Context: an optimization exercise on an open-source flow, tuned for small area, a short achievable clock period and few clock cycles. The choices shown serve that exercise and are no tape-out recipe.
At most, simulation tests tie the RTL to the original design; equivalence was not proved.

==> run X <==
Design ARM_SingleCycle_CPU, start of the top module:
module ARM_SingleCycle_CPU
	#(parameter	BusWidth	= 32)
	(input logic		i_CLK, i_RESET,
	input logic[(BusWidth - 1):0]	i_Instr,
	output logic[(BusWidth - 1):0]	o_PC,
	output logic[(BusWidth - 1):0]	o_Data_Address,
	output logic					o_Mem_Write,
	output logic[(BusWidth - 1):0]	o_Write_Data,
	input logic[(BusWidth - 1):0]	i_Read_Data);
export LEC_CHECK = 0
export ABC_AREA = 1
export CAP_MARGIN = 20
export CORE_MARGIN = 2
export CORE_UTILIZATION = 40
export CTS_BUF_LIST = sky130_fd_sc_hd__clkbuf_8
export PLACE_DENSITY = 0.6
export SLEW_MARGIN = 20
export SYNTH_HIERARCHICAL = 1
create_clock -name core_clock -period 14.0 [get_ports {i_CLK}]
standard.sh (not shown) runs the stock make flow with config.mk's settings and CLKGATE_MAP_FILE= SYNTH_SCRIPT=/design/flow/synth_recipe.tcl, a recipe that flattens the netlist after the stock synthesis.
==> flow/flow/run.sh <==
#!/bin/bash
# The standard layout with two changes to the timing repair: the port
# buffers start as buf_2 (repair resizes them as needed) and the repair aims
# for 6 ns of setup slack at the 14 ns clock.
set -euo pipefail
export BUFFER_PORTS_ARGS="-buffer_cell sky130_fd_sc_hd__buf_2"
export SETUP_SLACK_MARGIN=6
bash standard.sh > standard_flow.log 2>&1
==> run R (differences from run X) <==
==> flow/design.v (replaced) <==
module	ARM_RegisterFile
	(input logic		i_CLK, i_RESET,
	input logic			i_Write_Enable,
	input logic[3:0]	i_Address_ToWrite,
	input logic[31:0]	i_Write_Data,
	input logic[3:0]	i_Address_ToRead1,
	input logic			i_Read1_PC,
	input logic[3:0]	i_Address_ToRead2,
	input logic[31:0]	i_R15,
	output logic[31:0]	o_Read_Data1, o_Read_Data2);
	logic[31:0]			s_Regs[14:0];
	logic[14:0]			s_Valid;
	logic[14:0]			s_Write;
	logic[15:0]			s_Sel1, s_Sel2;
	always_comb
	begin
		for (int i = 0; i < 15; i++)
			s_Write[i] = i_Write_Enable & (i_Address_ToWrite == i);
	end
	always_ff	@(posedge i_CLK, posedge i_RESET)
	begin
		if (i_RESET)	s_Valid <= 15'd0;
		else			s_Valid <= s_Valid | s_Write;
	end
	always_ff	@(posedge i_CLK)
	begin
		for (int i = 0; i < 15; i++)
			if (s_Write[i])	s_Regs[i] <= i_Write_Data;
	end
	always_comb
	begin
		for (int i = 0; i < 15; i++)
		begin
			s_Sel1[i] = ~i_Read1_PC & (i_Address_ToRead1 == i) & s_Valid[i];
			s_Sel2[i] = (i_Address_ToRead2 == i) & s_Valid[i];
		end
		s_Sel1[15] = i_Read1_PC | (i_Address_ToRead1 == 4'd15);
		s_Sel2[15] = (i_Address_ToRead2 == 4'd15);
		o_Read_Data1 = {32{s_Sel1[15]}} & i_R15;
		o_Read_Data2 = {32{s_Sel2[15]}} & i_R15;
		for (int i = 0; i < 15; i++)
		begin
			o_Read_Data1 = o_Read_Data1 | ({32{s_Sel1[i]}} & s_Regs[i]);
			o_Read_Data2 = o_Read_Data2 | ({32{s_Sel2[i]}} & s_Regs[i]);
		end
	end
endmodule
module	ARM_ConditionCheck
	(input logic[3:0]	i_Cond,
	input logic			i_N, i_Z, i_C, i_V,
	output logic		o_Pass);
	logic		s_Base;
	always_comb
	begin
		case (i_Cond[3:1])
			3'b000:		s_Base = i_Z;
			3'b001:		s_Base = i_C;
			3'b010:		s_Base = i_N;
			3'b011:		s_Base = i_V;
			3'b100:		s_Base = i_C & ~i_Z;
			3'b101:		s_Base = i_N == i_V;
			3'b110:		s_Base = ~i_Z & (i_N == i_V);
			default:	s_Base = 1'b1;
		endcase
	end
	assign o_Pass = (i_Cond == 4'b1110) | (s_Base ^ i_Cond[0]);
endmodule
module ARM_SingleCycle_CPU
	#(parameter	BusWidth	= 32)
	(input logic		i_CLK, i_RESET,
	input logic[(BusWidth - 1):0]	i_Instr,
	output logic[(BusWidth - 1):0]	o_PC,
	output logic[(BusWidth - 1):0]	o_Data_Address,
	output logic					o_Mem_Write,
	output logic[(BusWidth - 1):0]	o_Write_Data,
	input logic[(BusWidth - 1):0]	i_Read_Data);
	logic[3:0]	s_Cond, s_Cmd, s_Rn, s_Rd, s_Rm;
	logic[1:0]	s_Op;
	logic		s_I, s_S;
	assign s_Cond	= i_Instr[31:28];
	assign s_Op		= i_Instr[27:26];
	assign s_I		= i_Instr[25];
	assign s_Cmd	= i_Instr[24:21];
	assign s_S		= i_Instr[20];
	assign s_Rn		= i_Instr[19:16];
	assign s_Rd		= i_Instr[15:12];
	assign s_Rm		= i_Instr[3:0];
	logic		s_DP, s_Mem, s_Branch, s_Load;
	assign s_DP		= ~s_Op[1] & ~s_Op[0];
	assign s_Mem	= ~s_Op[1] &  s_Op[0];
	assign s_Branch	=  s_Op[1];
	assign s_Load	= s_Mem & s_S;
	logic		s_Sub, s_Logic, s_Cmp;
	assign s_Sub	= s_DP & s_Cmd[1];
	assign s_Logic	= s_DP & ~s_Cmd[1] & (s_Cmd[3] == s_Cmd[2]);
	assign s_Cmp	= s_Cmd[3] & s_Cmd[1];
	logic[31:0]	s_PC;
	logic		s_N, s_Z, s_C, s_V;
	logic[31:0]	s_PC_Plus4, s_PC_Plus8;
	assign s_PC_Plus4 = s_PC + 32'd4;
	assign s_PC_Plus8 = s_PC + 32'd8;
	logic		s_Cond_Pass;
	ARM_ConditionCheck	ConditionCheck
		(s_Cond, s_N, s_Z, s_C, s_V, s_Cond_Pass);
	logic[31:0]	s_RD1, s_RD2, s_Result;
	logic		s_Reg_Write;
	logic[3:0]	s_RA2;
	assign s_RA2 = s_Op[0] ? s_Rd : s_Rm;
	ARM_RegisterFile	RegisterFile
		(i_CLK, i_RESET,
		s_Reg_Write, s_Rd, s_Result,
		s_Rn, s_Branch, s_RA2,
		s_PC_Plus8,
		s_RD1, s_RD2);
	logic[31:0]	s_B, s_B_X;
	always_comb
	begin
		case (s_Op)
			2'b00:		s_B = s_I ? {24'b0, i_Instr[7:0]} : s_RD2;
			default:	s_B = {{6{i_Instr[23]}}, i_Instr[23:0], 2'b00};
		endcase
	end
	assign s_B_X = s_B ^ {32{s_Sub}};
	logic[12:0]	s_Addr_Lo;
	logic[19:0]	s_Addr_Hi;
	assign s_Addr_Lo = {1'b0, s_RD1[11:0]} + {1'b0, i_Instr[11:0]};
	assign s_Addr_Hi = s_RD1[31:12] + {19'b0, s_Addr_Lo[12]};
	logic[32:0]	s_Sum;
	assign s_Sum = {1'b0, s_RD1} + {1'b0, s_B_X} + {32'b0, s_Sub};
	logic[31:0]	s_ALU;
	assign s_ALU = s_Logic ? (s_Cmd[3] ? (s_RD1 | s_B) : (s_RD1 & s_B)) : s_Sum[31:0];
	assign s_Result = s_Load ? i_Read_Data : s_ALU;
	logic		s_Flag_N, s_Flag_Z, s_Flag_C, s_Flag_V;
	assign s_Flag_N = s_ALU[31];
	assign s_Flag_Z = ~|s_ALU;
	assign s_Flag_C = s_Sum[32];
	assign s_Flag_V = (s_RD1[31] == s_B_X[31]) & (s_Sum[31] != s_RD1[31]);
	logic		s_Flag_Write;
	assign s_Flag_Write = s_Cond_Pass & s_DP & s_S;
	always_ff	@(posedge i_CLK, posedge i_RESET)
	begin
		if (i_RESET)
		begin
			s_N <= 1'b0;
			s_Z <= 1'b0;
			s_C <= 1'b0;
			s_V <= 1'b0;
		end
		else if (s_Flag_Write)
		begin
			s_N <= s_Flag_N;
			s_Z <= s_Flag_Z;
			if (~s_Logic)
			begin
				s_C <= s_Flag_C;
				s_V <= s_Flag_V;
			end
		end
	end
	logic		s_Writes_Rd, s_PC_Src;
	assign s_Writes_Rd	= (s_DP & ~s_Cmp) | s_Load;
	assign s_Reg_Write	= s_Cond_Pass & s_Writes_Rd;
	assign s_PC_Src		= s_Cond_Pass & (s_Branch | ((s_DP | s_Load) & (s_Rd == 4'd15)));
	always_ff	@(posedge i_CLK, posedge i_RESET)
	begin
		if (i_RESET)	s_PC <= 32'd0;
		else			s_PC <= s_PC_Src ? s_Result : s_PC_Plus4;
	end
	assign o_PC				= s_PC;
	assign o_Data_Address	= {s_Addr_Hi, s_Addr_Lo[11:0]};
	assign o_Mem_Write		= s_Cond_Pass & s_Mem & ~s_S;
	assign o_Write_Data		= s_RD2;
endmodule
==> flow/run.sh (new file) <==
#!/bin/bash
# synth_recipe.tcl (not shown) runs the flow's synth.tcl, then flattens the netlist and writes it again
# the make line also repeats each setting of config.mk as NAME=value (left out here)
make -C /OpenROAD-flow-scripts/flow DESIGN_CONFIG=/design/flow/config.mk WORK_HOME=/design/flow/orfs CLKGATE_MAP_FILE= SYNTH_SCRIPT=/design/flow/synth_recipe.tcl finish
==> flow/config.mk (replaced) <==
export PLATFORM = sky130hd
export DESIGN_NAME = ARM_SingleCycle_CPU
export DESIGN_NICKNAME = ARM_SingleCycle_CPU
export VERILOG_FILES = /design/flow/design.v
export SDC_FILE = /design/flow/constraint.sdc
export NUM_CORES = 4
export LEC_CHECK = 0
export CAP_MARGIN = 20
export CORE_MARGIN = 2
export CORE_UTILIZATION = 40
export PLACE_DENSITY = 0.6
export SETUP_SLACK_MARGIN = 5
export SLEW_MARGIN = 20
removed: flow/flow/run.sh
removed: flow/standard.sh
==> run B (differences from run X) <==
==> flow/design.v (replaced) <==
module	ARM_RegisterFile
	(input logic		i_CLK, i_RESET,
	input logic			i_Write_Enable,
	input logic[3:0]	i_Address_ToWrite,
	input logic[31:0]	i_Write_Data,
	input logic[3:0]	i_Address_ToRead1,
	input logic			i_Read1_PC,
	input logic[3:0]	i_Address_ToRead2,
	input logic[31:0]	i_R15,
	output logic[31:0]	o_Read_Data1, o_Read_Data2);
	logic[31:0]			s_Regs[14:0];
	logic[14:0]			s_Valid;
	logic[14:0]			s_Write;
	logic[15:0]			s_Sel1, s_Sel2;
	always_comb
	begin
		for (int i = 0; i < 15; i++)
			s_Write[i] = i_Write_Enable & (i_Address_ToWrite == i);
	end
	always_ff	@(posedge i_CLK, posedge i_RESET)
	begin
		if (i_RESET)	s_Valid <= 15'd0;
		else			s_Valid <= s_Valid | s_Write;
	end
	always_ff	@(posedge i_CLK)
	begin
		for (int i = 0; i < 15; i++)
			if (s_Write[i])	s_Regs[i] <= i_Write_Data;
	end
	always_comb
	begin
		for (int i = 0; i < 15; i++)
		begin
			s_Sel1[i] = ~i_Read1_PC & (i_Address_ToRead1 == i) & s_Valid[i];
			s_Sel2[i] = (i_Address_ToRead2 == i) & s_Valid[i];
		end
		s_Sel1[15] = i_Read1_PC | (i_Address_ToRead1 == 4'd15);
		s_Sel2[15] = (i_Address_ToRead2 == 4'd15);
		o_Read_Data1 = {32{s_Sel1[15]}} & i_R15;
		o_Read_Data2 = {32{s_Sel2[15]}} & i_R15;
		for (int i = 0; i < 15; i++)
		begin
			o_Read_Data1 = o_Read_Data1 | ({32{s_Sel1[i]}} & s_Regs[i]);
			o_Read_Data2 = o_Read_Data2 | ({32{s_Sel2[i]}} & s_Regs[i]);
		end
	end
endmodule
module	ARM_ConditionCheck
	(input logic[3:0]	i_Cond,
	input logic			i_N, i_Z, i_C, i_V,
	output logic		o_Pass);
	logic		s_Base;
	always_comb
	begin
		case (i_Cond[3:1])
			3'b000:		s_Base = i_Z;
			3'b001:		s_Base = i_C;
			3'b010:		s_Base = i_N;
			3'b011:		s_Base = i_V;
			3'b100:		s_Base = i_C & ~i_Z;
			3'b101:		s_Base = i_N == i_V;
			3'b110:		s_Base = ~i_Z & (i_N == i_V);
			default:	s_Base = 1'b1;
		endcase
	end
	assign o_Pass = (i_Cond == 4'b1110) | (s_Base ^ i_Cond[0]);
endmodule
module ARM_SingleCycle_CPU
	#(parameter	BusWidth	= 32)
	(input logic		i_CLK, i_RESET,
	input logic[(BusWidth - 1):0]	i_Instr,
	output logic[(BusWidth - 1):0]	o_PC,
	output logic[(BusWidth - 1):0]	o_Data_Address,
	output logic					o_Mem_Write,
	output logic[(BusWidth - 1):0]	o_Write_Data,
	input logic[(BusWidth - 1):0]	i_Read_Data);
	logic[3:0]	s_Cond, s_Cmd, s_Rn, s_Rd, s_Rm;
	logic[1:0]	s_Op;
	logic		s_I, s_S;
	assign s_Cond	= i_Instr[31:28];
	assign s_Op		= i_Instr[27:26];
	assign s_I		= i_Instr[25];
	assign s_Cmd	= i_Instr[24:21];
	assign s_S		= i_Instr[20];
	assign s_Rn		= i_Instr[19:16];
	assign s_Rd		= i_Instr[15:12];
	assign s_Rm		= i_Instr[3:0];
	logic		s_DP, s_Mem, s_Branch, s_Load;
	assign s_DP		= ~s_Op[1] & ~s_Op[0];
	assign s_Mem	= ~s_Op[1] &  s_Op[0];
	assign s_Branch	=  s_Op[1];
	assign s_Load	= s_Mem & s_S;
	logic		s_Sub, s_Logic, s_Cmp;
	assign s_Sub	= s_DP & s_Cmd[1];
	assign s_Logic	= s_DP & ~s_Cmd[1] & (s_Cmd[3] == s_Cmd[2]);
	assign s_Cmp	= s_Cmd[3] & s_Cmd[1];
	logic[31:0]	s_PC;
	logic		s_N, s_Z, s_C, s_V;
	logic[31:0]	s_PC_Plus4, s_PC_Plus8;
	assign s_PC_Plus4 = s_PC + 32'd4;
	assign s_PC_Plus8 = s_PC + 32'd8;
	logic		s_Cond_Pass;
	ARM_ConditionCheck	ConditionCheck
		(s_Cond, s_N, s_Z, s_C, s_V, s_Cond_Pass);
	logic[31:0]	s_RD1, s_RD2, s_Result;
	logic		s_Reg_Write;
	logic[3:0]	s_RA2;
	assign s_RA2 = s_Op[0] ? s_Rd : s_Rm;
	ARM_RegisterFile	RegisterFile
		(i_CLK, i_RESET,
		s_Reg_Write, s_Rd, s_Result,
		s_Rn, s_Branch, s_RA2,
		s_PC_Plus8,
		s_RD1, s_RD2);
	logic[31:0]	s_B, s_B_X;
	always_comb
	begin
		case (s_Op)
			2'b00:		s_B = s_I ? {24'b0, i_Instr[7:0]} : s_RD2;
			2'b01:		s_B = {20'b0, i_Instr[11:0]};
			default:	s_B = {{6{i_Instr[23]}}, i_Instr[23:0], 2'b00};
		endcase
	end
	assign s_B_X = s_B ^ {32{s_Sub}};
	logic[32:0]	s_Sum;
	assign s_Sum = {1'b0, s_RD1} + {1'b0, s_B_X} + {32'b0, s_Sub};
	logic[31:0]	s_ALU;
	assign s_ALU = s_Logic ? (s_Cmd[3] ? (s_RD1 | s_B) : (s_RD1 & s_B)) : s_Sum[31:0];
	assign s_Result = s_Load ? i_Read_Data : s_ALU;
	logic		s_Flag_N, s_Flag_Z, s_Flag_C, s_Flag_V;
	assign s_Flag_N = s_ALU[31];
	assign s_Flag_Z = ~|s_ALU;
	assign s_Flag_C = s_Sum[32];
	assign s_Flag_V = (s_RD1[31] == s_B_X[31]) & (s_Sum[31] != s_RD1[31]);
	logic		s_Flag_Write;
	assign s_Flag_Write = s_Cond_Pass & s_DP & s_S;
	always_ff	@(posedge i_CLK, posedge i_RESET)
	begin
		if (i_RESET)
		begin
			s_N <= 1'b0;
			s_Z <= 1'b0;
			s_C <= 1'b0;
			s_V <= 1'b0;
		end
		else if (s_Flag_Write)
		begin
			s_N <= s_Flag_N;
			s_Z <= s_Flag_Z;
			if (~s_Logic)
			begin
				s_C <= s_Flag_C;
				s_V <= s_Flag_V;
			end
		end
	end
	logic		s_Writes_Rd, s_PC_Src;
	assign s_Writes_Rd	= (s_DP & ~s_Cmp) | s_Load;
	assign s_Reg_Write	= s_Cond_Pass & s_Writes_Rd;
	assign s_PC_Src		= s_Cond_Pass & (s_Branch | ((s_DP | s_Load) & (s_Rd == 4'd15)));
	always_ff	@(posedge i_CLK, posedge i_RESET)
	begin
		if (i_RESET)	s_PC <= 32'd0;
		else			s_PC <= s_PC_Src ? s_Result : s_PC_Plus4;
	end
	assign o_PC				= s_PC;
	assign o_Data_Address	= s_Sum[31:0];
	assign o_Mem_Write		= s_Cond_Pass & s_Mem & ~s_S;
	assign o_Write_Data		= s_RD2;
endmodule
==> flow/run.sh (new file) <==
#!/bin/bash
# synth_recipe.tcl (not shown) runs the flow's synth.tcl, then flattens the netlist and writes it again
# the make line also repeats each setting of config.mk as NAME=value (left out here)
make -C /OpenROAD-flow-scripts/flow DESIGN_CONFIG=/design/flow/config.mk WORK_HOME=/design/flow/orfs CLKGATE_MAP_FILE= SYNTH_SCRIPT=/design/flow/synth_recipe.tcl finish
==> flow/config.mk (replaced) <==
export PLATFORM = sky130hd
export DESIGN_NAME = ARM_SingleCycle_CPU
export DESIGN_NICKNAME = ARM_SingleCycle_CPU
export VERILOG_FILES = /design/flow/design.v
export SDC_FILE = /design/flow/constraint.sdc
export NUM_CORES = 4
export LEC_CHECK = 0
export ABC_CLOCK_PERIOD_IN_PS = 4000
export CAP_MARGIN = 20
export CORE_MARGIN = 2
export CORE_UTILIZATION = 40
export PLACE_DENSITY = 0.6
export SETUP_SLACK_MARGIN = 5
export SLEW_MARGIN = 20
removed: flow/flow/run.sh
removed: flow/standard.sh
==> flow_summary.json <==
{
  "root_buffer": "clkbuf_16",
  "vdd_drop_max_uv": 93.3,
  "syn_area_per_cell_um2": 11.3,
  "area_growth_pct": 23.0,
  "path_delay_family": "compound AO/OA/AOI/OAI gates",
  "status": "timing/DRC/antenna clean",
  "htree_levels": 2,
  "nets": 2891,
  "dpl_worst_slack_ns": 1.64,
  "ys_seq_area_share_pct": 54.3
}
That was run R.
==> flow_summary.json <==
{
  "ys_seq_area_share_pct": 55.3,
  "path_delay_family": "compound AO/OA/AOI/OAI gates",
  "root_buffer": "clkbuf_16",
  "htree_levels": 2,
  "dpl_worst_slack_ns": 1.35,
  "nets": 2943,
  "area_growth_pct": 34.2,
  "syn_area_per_cell_um2": 11.7,
  "status": "timing/DRC/antenna clean",
  "vdd_drop_max_uv": 102
}
That was run B.
==> flow_summary.json <==
{
  "path_delay_family": "simple AND/OR/NAND/NOR gates",
  "status": "timing/DRC/antenna clean",
  "ys_seq_area_share_pct": 51.0,
  "htree_levels": 3,
  "nets": 4201,
  "syn_area_per_cell_um2": 8.38
}
That was run X.
Testbench counts of run X, summed over its fixed seeds: cycles 76,800.
Testbench counts of run R, summed over its fixed seeds: cycles 76,800.
The RTL of run B was laid out without a check of its function.

[what the ideal ports hide]
Ports are ideal in the flow. The routed layouts listed here were re-timed in OpenROAD.
Step 1, drivers: a clkbuf_16 drives i_CLK and a buf_2 each remaining input, both assumed.
Step 2 also shifts input and output timing later by t, the mid clock arrival at the registers, as if the neighbouring blocks saw the same clock.
Three values: no drivers, after step 1, after step 2; two values: the first two.
run | shift t [ns] | setup WS [ns] | worst setup path after step 2 | worst slew at a driven data input, ns | pins driven straight from the clock port
run X | 0.774 | 5.522 / 5.450 / 5.450 | input to output | 0.11 | 1
run R | 0.681 | 3.763 / 3.644 / 3.644 | input to output | 0.19 | 1
run B | 0.718 | 3.462 / 3.236 / 3.236 | input to output | 0.23 | 1
After both steps every run listed still meets setup and hold. The setup slack of run B, which loses most, moves by -0.226 ns with the drivers and by -0.226 ns with both steps.
